This design comes from an exercise in tuning for small area and a short achievable clock period on the open sky130 flow, not from production work.
Where RTL was checked, it was by simulation tests only, not by an equivalence proof against the original.

## rev 12
==> module MUL16, before the edit <==
module MUL16 (
input  wire [15:0] A ,
input  wire [15:0] B ,
output wire [31:0] P
);
wire [15:0] s [0:15];
wire [15:0] c [0:15];
assign s[0] = A & {16{B[0]}};
assign c[0] = 16'b0;
assign P[0] = s[0][0];
genvar j, k;
generate for (j = 1; j < 16; j = j + 1) begin : g_row
  for (k = 0; k < 16; k = k + 1) begin : g_cell
    wire x = A[k] & B[j];
    wire y = (k == 15) ? 1'b0 : s[j-1][(k == 15) ? 0 : k+1];
    wire z = c[j-1][k];
    assign {c[j][k], s[j][k]} = x + y + z;
  end
  assign P[j] = s[j][0];
end endgenerate
assign P[31:16] = {1'b0, s[15][15:1]} + c[15];
endmodule
Settings: LEC_CHECK=0, ABC_AREA=1, CAP_MARGIN=20, CORE_MARGIN=2, CORE_UTILIZATION=40, SLEW_MARGIN=20; clock period 106.0 ns.
run.sh (not shown) runs the stock make flow with config.mk's settings and CLKGATE_MAP_FILE= SYNTH_SCRIPT=/design/flow/synth_recipe.tcl, a recipe that flattens the netlist after the stock synthesis.
Setup changes, rev 12 to rev 13
--- a/flow/design.v
+++ b/flow/design.v
@@ -49,8 +49,38 @@
   assign S[j]   = A[j] ^ b[j] ^ c[j];
   assign c[j+1] = (A[j] & b[j]) | (A[j] & c[j]) | (b[j] & c[j]);
 end endgenerate
 assign CO = c[16];
+endmodule
+module MUL16 (
+input  wire [15:0] A ,
+input  wire [15:0] B ,
+output wire [31:0] P
+);
+wire [15:0] s [0:15];
+wire [15:0] c [0:15];
+assign s[0] = A & {16{B[0]}};
+assign c[0] = 16'b0;
+assign P[0] = s[0][0];
+genvar j, k;
+generate for (j = 1; j < 16; j = j + 1) begin : g_row
+  for (k = 0; k < 16; k = k + 1) begin : g_cell
+    wire x = A[k] & B[j];
+    wire y = (k == 15) ? 1'b0 : s[j-1][(k == 15) ? 0 : k+1];
+    wire z = c[j-1][k];
+    assign s[j][k] = x ^ y ^ z;
+    assign c[j][k] = (x & y) | (x & z) | (y & z);
+  end
+  assign P[j] = s[j][0];
+end endgenerate
+wire [16:0] fc;
+assign fc[0] = 1'b0;
+generate for (k = 0; k < 16; k = k + 1) begin : g_fin
+  wire x = (k == 15) ? 1'b0 : s[15][(k == 15) ? 0 : k+1];
+  wire y = c[15][k];
+  assign P[16+k] = x ^ y ^ fc[k];
+  assign fc[k+1] = (x & y) | (x & fc[k]) | (y & fc[k]);
+end endgenerate
 endmodule
 module DIV16 (
 input  wire [15:0] A ,
 input  wire [15:0] B ,
@@ -93,30 +123,8 @@
     assign rem[i] = 16'b0;
   end
 end endgenerate
 endmodule
-module MUL16 (
-input  wire [15:0] A ,
-input  wire [15:0] B ,
-output wire [31:0] P
-);
-wire [15:0] s [0:15];
-wire [15:0] c [0:15];
-assign s[0] = A & {16{B[0]}};
-assign c[0] = 16'b0;
-assign P[0] = s[0][0];
-genvar j, k;
-generate for (j = 1; j < 16; j = j + 1) begin : g_row
-  for (k = 0; k < 16; k = k + 1) begin : g_cell
-    wire x = A[k] & B[j];
-    wire y = (k == 15) ? 1'b0 : s[j-1][(k == 15) ? 0 : k+1];
-    wire z = c[j-1][k];
-    assign {c[j][k], s[j][k]} = x + y + z;
-  end
-  assign P[j] = s[j][0];
-end endgenerate
-assign P[31:16] = {1'b0, s[15][15:1]} + c[15];
-endmodule
 module LOGIC_UNIT (
 input  wire [15:0] A ,
 input  wire [15:0] B ,
 input  wire [1:0]  ALU_FUNC ,
Highest metal layer used by the detailed router: met5 -> rev 12, met4 -> rev 13. Rev 13 vs. rev 12: number of non-clock buffers in the layout has increased; area growth from synthesis to layout has increased; count of TritonRoute iterations in the first routing pass has increased. As far as sequential share of layout area is concerned, rev 12 and rev 13 perform about the same. Rev 13 vs rev 12, critical path launch point: B[15] vs B[14]. Hold slack: rev 13 vs rev 12 up 0.18 ns. Critical path depth, rev 12 and rev 13: smaller value in rev 12. Compared with rev 12, rev 13 shows a higher non-clock inverter instance count of the final layout. The run showing the greater routed wire length is rev 12. Lower die area among rev 12 and rev 13: rev 13. Rev 13 vs. rev 12: initial antenna violation count fell by 2; met3 track demand over resource in global routing now sits lower.

* * *

The RTL this note starts from:
==> flow/design.v <==
module Decoder (
input  wire [1:0] IN ,
output wire [3:0] OUT
);
assign OUT = 4'b0001 << IN;
endmodule
module ARITHMETIC_UNIT (
input  wire [15:0] A ,
input  wire [15:0] B ,
input  wire [3:0]  ALU_FUNC ,
input  wire        Arith_enable ,
input  wire        CMP_enable ,
output reg  [31:0] Arith_OUT ,
output wire [1:0]  CMP_OUT
);
wire sub = ALU_FUNC[0] | ALU_FUNC[3];
wire [15:0] s;
wire        co;
ADDSUB16 u_add (.A(A), .B(B), .sub(sub), .S(s), .CO(co));
CMP_UNIT u_cmp (.ge(co), .zero(~|s), .ALU_FUNC(ALU_FUNC[1:0]),
                .CMP_enable(CMP_enable), .CMP_OUT(CMP_OUT));
wire [31:0] p;
MUL16 u_mul (.A(A), .B(B), .P(p));
wire [15:0] q;
DIV16 u_div (.A(A), .B(B), .Q(q));
always @(*) begin
  Arith_OUT = 32'b0;
  if (Arith_enable)
    case (ALU_FUNC[1:0])
      2'b00: Arith_OUT = {15'b0, co, s};
      2'b01: Arith_OUT = {{16{~co}}, s};
      2'b10: Arith_OUT = p;
      default: Arith_OUT = {16'b0, q};
    endcase
end
endmodule
module ADDSUB16 (
input  wire [15:0] A ,
input  wire [15:0] B ,
input  wire        sub ,
output wire [15:0] S ,
output wire        CO
);
wire [15:0] b = B ^ {16{sub}};
wire [16:0] c;
assign c[0] = sub;
genvar j;
generate for (j = 0; j < 16; j = j + 1) begin : g_bit
  assign S[j]   = A[j] ^ b[j] ^ c[j];
  assign c[j+1] = (A[j] & b[j]) | (A[j] & c[j]) | (b[j] & c[j]);
end endgenerate
assign CO = c[16];
endmodule
module DIV16 (
input  wire [15:0] A ,
input  wire [15:0] B ,
output wire [15:0] Q
);
function automatic [5:0] topq (input [5:0] x);
  case (x)
    6'd0: topq = 6'd56;
    6'd1: topq = 6'd0;
    6'd2: topq = 6'd0;
    6'd3: topq = 6'd0;
    6'd4: topq = 6'd0;
    6'd5: topq = 6'd0;
    6'd6: topq = 6'd0;
    6'd7: topq = 6'd0;
    6'd8: topq = 6'd57;
    6'd9: topq = 6'd8;
    6'd10: topq = 6'd1;
    6'd11: topq = 6'd1;
    6'd12: topq = 6'd1;
    6'd13: topq = 6'd1;
    6'd14: topq = 6'd1;
    6'd15: topq = 6'd1;
    6'd16: topq = 6'd58;
    6'd17: topq = 6'd16;
    6'd18: topq = 6'd8;
    6'd19: topq = 6'd2;
    6'd20: topq = 6'd2;
    6'd21: topq = 6'd2;
    6'd22: topq = 6'd2;
    6'd23: topq = 6'd2;
    6'd24: topq = 6'd59;
    6'd25: topq = 6'd24;
    6'd26: topq = 6'd9;
    6'd27: topq = 6'd8;
    6'd28: topq = 6'd3;
    6'd29: topq = 6'd3;
    6'd30: topq = 6'd3;
    6'd31: topq = 6'd3;
    6'd32: topq = 6'd60;
    6'd33: topq = 6'd32;
    6'd34: topq = 6'd16;
    6'd35: topq = 6'd9;
    6'd36: topq = 6'd8;
    6'd37: topq = 6'd4;
    6'd38: topq = 6'd4;
    6'd39: topq = 6'd4;
    6'd40: topq = 6'd61;
    6'd41: topq = 6'd40;
    6'd42: topq = 6'd17;
    6'd43: topq = 6'd10;
    6'd44: topq = 6'd9;
    6'd45: topq = 6'd8;
    6'd46: topq = 6'd5;
    6'd47: topq = 6'd5;
    6'd48: topq = 6'd62;
    6'd49: topq = 6'd48;
    6'd50: topq = 6'd24;
    6'd51: topq = 6'd16;
    6'd52: topq = 6'd10;
    6'd53: topq = 6'd9;
    6'd54: topq = 6'd8;
    6'd55: topq = 6'd6;
    6'd56: topq = 6'd63;
    6'd57: topq = 6'd56;
    6'd58: topq = 6'd25;
    6'd59: topq = 6'd17;
    6'd60: topq = 6'd11;
    6'd61: topq = 6'd10;
    6'd62: topq = 6'd9;
    6'd63: topq = 6'd8;
    default: topq = 6'd0;
  endcase
endfunction
wire [16:0] bz;
assign bz[16] = 1'b1;
genvar i, j;
generate for (j = 15; j >= 1; j = j - 1) begin : g_bz
  assign bz[j] = bz[j+1] & ~B[j];
end endgenerate
assign bz[0] = 1'b0;
wire [15:0] nb = ~B;
wire [15:0] rem [0:16];
wire [5:0] tq = topq({A[15:13], B[2:0]});
assign Q[15:13] = bz[3] ? tq[5:3] : 3'd0;
assign rem[13] = {13'b0, bz[3] ? tq[2:0] : A[15:13]};
generate for (i = 12; i >= 0; i = i - 1) begin : g_row
  localparam W = 16 - i;
  wire [15:0] tw = {rem[i+1][14:0], A[i]};
  wire [W-1:0] t = tw[W-1:0];
  reg  [W-1:0] g, p, d;
  reg  [W:0]   c;
  integer k, s;
  always @(*) begin
    p = t | nb[W-1:0];
    g = t & nb[W-1:0];
    g[0] = p[0];                   
    for (s = 1; s < W; s = s * 2)
      for (k = 0; k < W; k = k + 1)
        if ((k + 1) % (2 * s) == 0) begin
          g[k] = g[k] | (p[k] & g[k-s]);
          p[k] = p[k] & p[k-s];
        end
    for (s = 8; s >= 1; s = s / 2)
      for (k = 0; k < W; k = k + 1)
        if (((k + 1) % (2 * s) == s) && (k + 1 > 2 * s)) begin
          g[k] = g[k] | (p[k] & g[k-s]);
          p[k] = p[k] & p[k-s];
        end
    c = {g, 1'b1};                 
    d = B[W-1:0] ~^ c[W-1:0];
  end
  assign Q[i] = c[W] & bz[W];
  if (W < 16) begin : g_r
    assign rem[i] = {{(16-W){1'b0}}, t ^ ({W{Q[i]}} & d)};
  end else begin : g_r
    assign rem[i] = 16'b0;
  end
end endgenerate
endmodule
module MUL16 (
input  wire [15:0] A ,
input  wire [15:0] B ,
output wire [31:0] P
);
wire [15:0] s [0:15];
wire [15:0] c [0:15];
assign s[0] = A & {16{B[0]}};
assign c[0] = 16'b0;
assign P[0] = s[0][0];
genvar j, k;
generate for (j = 1; j < 16; j = j + 1) begin : g_row
  for (k = 0; k < 16; k = k + 1) begin : g_cell
    wire x = A[k] & B[j];
    wire y = (k == 15) ? 1'b0 : s[j-1][(k == 15) ? 0 : k+1];
    wire z = c[j-1][k];
    assign {c[j][k], s[j][k]} = x + y + z;
  end
  assign P[j] = s[j][0];
end endgenerate
assign P[31:16] = {1'b0, s[15][15:1]} + c[15];
endmodule
module LOGIC_UNIT (
input  wire [15:0] A ,
input  wire [15:0] B ,
input  wire [1:0]  ALU_FUNC ,
input  wire        Logic_enable ,
output wire [15:0] Logic_OUT
);
wire [15:0] r = (ALU_FUNC[0] ? (A | B) : (A & B)) ^ {16{ALU_FUNC[1]}};
assign Logic_OUT = Logic_enable ? r : 16'b0;
endmodule
module SHIFT_UNIT (
input  wire [15:0] A ,
input  wire [15:0] B ,
input  wire [1:0]  ALU_FUNC ,
input  wire        Shift_enable ,
output wire [15:0] Shift_OUT
);
wire [15:0] x = ALU_FUNC[1] ? B : A;
wire [15:0] r = ALU_FUNC[0] ? {x[14:0], 1'b0} : {1'b0, x[15:1]};
assign Shift_OUT = Shift_enable ? r : 16'b0;
endmodule
module CMP_UNIT (
input  wire       ge ,
input  wire       zero ,
input  wire [1:0] ALU_FUNC ,
input  wire       CMP_enable ,
output wire [1:0] CMP_OUT
);
wire eq = zero;
wire lt = ~ge;
wire gt = ge & ~zero;
reg [1:0] r;
always @(*)
  case (ALU_FUNC)
    2'b00: r = 2'b00;
    2'b01: r = {1'b0, eq};
    2'b10: r = {gt, 1'b0};
    default: r = {lt, lt};
  endcase
assign CMP_OUT = CMP_enable ? r : 2'b00;
endmodule
module ALU_TOP
#( parameter OP_DATA_WIDTH = 16 ,
             Arith_OUT_WIDTH = OP_DATA_WIDTH + OP_DATA_WIDTH ,
             Logic_OUT_WIDTH = OP_DATA_WIDTH ,
             Shift_OUT_WIDTH = OP_DATA_WIDTH ,
             CMP_OUT_WIDTH = 3
)
(
input  wire [OP_DATA_WIDTH-1:0]    A   ,
input  wire [OP_DATA_WIDTH-1:0]    B   ,
input  wire [3:0]                  ALU_FUNC ,
input  wire                        CLK ,
input  wire                        RST ,
output reg  [Arith_OUT_WIDTH-1:0]  Arith_OUT,
output wire                        Carry_OUT,
output reg                         Arith_Flag,
output reg  [Logic_OUT_WIDTH-1:0]  Logic_OUT,
output reg                         Logic_Flag,
output reg  [Shift_OUT_WIDTH-1:0]  Shift_OUT,
output reg                         Shift_Flag,
output wire [CMP_OUT_WIDTH-1:0]    CMP_OUT,
output reg                         CMP_Flag
);
wire CMP_enable, Shift_enable, Logic_enable, Arith_enable;
Decoder U0 (
.IN(ALU_FUNC[3:2]),
.OUT({Shift_enable,CMP_enable,Logic_enable,Arith_enable})
);
wire [31:0] arith_d;
wire [15:0] logic_d, shift_d;
wire [1:0]  cmp_d;
ARITHMETIC_UNIT U0_ARITHMETIC_UNIT (
.A(A), .B(B), .ALU_FUNC(ALU_FUNC), .Arith_enable(Arith_enable),
.CMP_enable(CMP_enable), .Arith_OUT(arith_d), .CMP_OUT(cmp_d)
);
LOGIC_UNIT U0_LOGIC_UNIT (
.A(A), .B(B), .ALU_FUNC(ALU_FUNC[1:0]), .Logic_enable(Logic_enable),
.Logic_OUT(logic_d)
);
SHIFT_UNIT U0_SHIFT_UNIT (
.A(A), .B(B), .ALU_FUNC(ALU_FUNC[1:0]), .Shift_enable(Shift_enable),
.Shift_OUT(shift_d)
);
reg [1:0] cmp_q;
always @(posedge CLK or negedge RST)
  if (!RST) begin
    Arith_OUT  <= 32'b0;
    Arith_Flag <= 1'b0;
    Logic_OUT  <= 16'b0;
    Logic_Flag <= 1'b0;
    Shift_OUT  <= 16'b0;
    Shift_Flag <= 1'b0;
    cmp_q      <= 2'b0;
    CMP_Flag   <= 1'b0;
  end else begin
    Arith_OUT  <= arith_d;
    Arith_Flag <= Arith_enable;
    Logic_OUT  <= logic_d;
    Logic_Flag <= Logic_enable;
    Shift_OUT  <= shift_d;
    Shift_Flag <= Shift_enable;
    cmp_q      <= cmp_d;
    CMP_Flag   <= CMP_enable;
  end
assign Carry_OUT = Arith_OUT[16];
assign CMP_OUT = {1'b0, cmp_q};
endmodule
clock: 106.0 ns
lec_check: 0
abc_area: 1
cap_margin: 70
core_margin: 2
core_utilization: 70
cts_buf_list: sky130_fd_sc_hd__clkbuf_8
place_density: 0.85
slew_margin: 70
standard.sh (not shown) runs the stock make flow with config.mk's settings and CLKGATE_MAP_FILE= SYNTH_SCRIPT=/design/flow/synth_recipe.tcl, a recipe that flattens the netlist after the stock synthesis.
==> flow/flow/run.sh <==
#!/bin/bash
# The standard layout, except that the port buffers are plain buffers
# (buf_4 on inputs, buf_1 on outputs) instead of ORFS's default delay cells.
set -euo pipefail
here=$(pwd)
export BUFFER_PORTS_ARGS="-buffer_cell sky130_fd_sc_hd__buf_2"
export PRE_RESIZE_TCL="$here/flow/port_buffers.tcl"
bash standard.sh > "$here/standard_flow.log" 2>&1
==> flow/flow/port_buffers.tcl <==
# Runs before repair_design. buffer_ports put a buf_2 on every port: input
# port buffers drive the operands' large fanout, so make them buf_4; output
# port buffers drive only the port, so make them buf_1.
set n_in 0
set n_out 0
foreach inst [get_cells input*] {
  if {[get_property $inst ref_name] == "sky130_fd_sc_hd__buf_2"} {
    replace_cell $inst sky130_fd_sc_hd__buf_4
    incr n_in
  }
}
foreach inst [get_cells output*] {
  if {[get_property $inst ref_name] == "sky130_fd_sc_hd__buf_2"} {
    replace_cell $inst sky130_fd_sc_hd__buf_1
    incr n_out
  }
}
puts "port_buffers.tcl: $n_in input port buffers made buf_4, $n_out output port buffers made buf_1"
Rerun with:
--- a/flow/design.v
+++ b/flow/design.v
@@ -145,28 +145,24 @@
   reg  [W:0]   c;
   integer k, s;
   always @(*) begin
     p = t | nb[W-1:0];
     g = t & nb[W-1:0];
     g[0] = p[0];                   
+    g[W-1] = g[W-1] & bz[W];
+    p[W-1] = p[W-1] & bz[W];
     for (s = 1; s < W; s = s * 2)
       for (k = 0; k < W; k = k + 1)
-        if ((k + 1) % (2 * s) == 0) begin
-          g[k] = g[k] | (p[k] & g[k-s]);
-          p[k] = p[k] & p[k-s];
-        end
-    for (s = 8; s >= 1; s = s / 2)
-      for (k = 0; k < W; k = k + 1)
-        if (((k + 1) % (2 * s) == s) && (k + 1 > 2 * s)) begin
-          g[k] = g[k] | (p[k] & g[k-s]);
-          p[k] = p[k] & p[k-s];
+        if ((k & s) != 0) begin
+          g[k] = g[k] | (p[k] & g[(k & ~(2*s-1)) + s - 1]);
+          p[k] = p[k] & p[(k & ~(2*s-1)) + s - 1];
         end
     c = {g, 1'b1};                 
     d = B[W-1:0] ~^ c[W-1:0];
   end
-  assign Q[i] = c[W] & bz[W];
+  assign Q[i] = c[W];
   if (W < 16) begin : g_r
     assign rem[i] = {{(16-W){1'b0}}, t ^ ({W{Q[i]}} & d)};
   end else begin : g_r
     assign rem[i] = 16'b0;
   end
 end endgenerate
After rerunning: The new run finished with timing, DRC and antenna clean. Fmax climbs by about 2.7%. Clock-buffer cell count stays the same. Routed wire length goes down by about 2%. Die area went up by 1.5%. Hold slack gains 0.015 ns. Cell count rises by about 3%. Design area drops by about 0.43%. Global-route usage shrinks by 1.5 points. Non-clock buffer count shrinks by 13.
The RTL of the first run of this note was laid out without a check of its function.

==> static timing again, ports no longer ideal <==
No port has a modelled driver above. Below, the same layouts with a new extraction and two added sets of constraints. Step 1: set_driving_cell puts a clkbuf_16 on CLK and a buf_2 on each other input, an assumption about the parent block. Step 2 also shifts input and output timing later by t, the mid clock arrival at the registers, as if the neighbouring blocks saw the same clock. Three values: no drivers, after step 1, after step 2; two values: the first two.
run	t (ns)	setup WS [ns]	hold WS [ns]	pins driven straight from the clock port
rev 12	0.435	67.605 / 67.624 / 67.189	20.836 / 20.833 / 21.269	1
rev 13	0.387	68.274 / 68.299 / 67.912	21.011 / 20.990 / 21.377	1
the first run of note 2	0.407	69.558 / 69.569 / 69.162	20.634 / 20.656 / 21.063	1
the second run of note 2	0.418	70.532 / 70.544 / 70.125	20.648 / 20.666 / 21.084	1
After both steps setup and hold are still met in every run listed. For rev 12, which loses most, drivers alone change the setup slack by +0.019 ns; drivers and shift together by -0.416 ns.
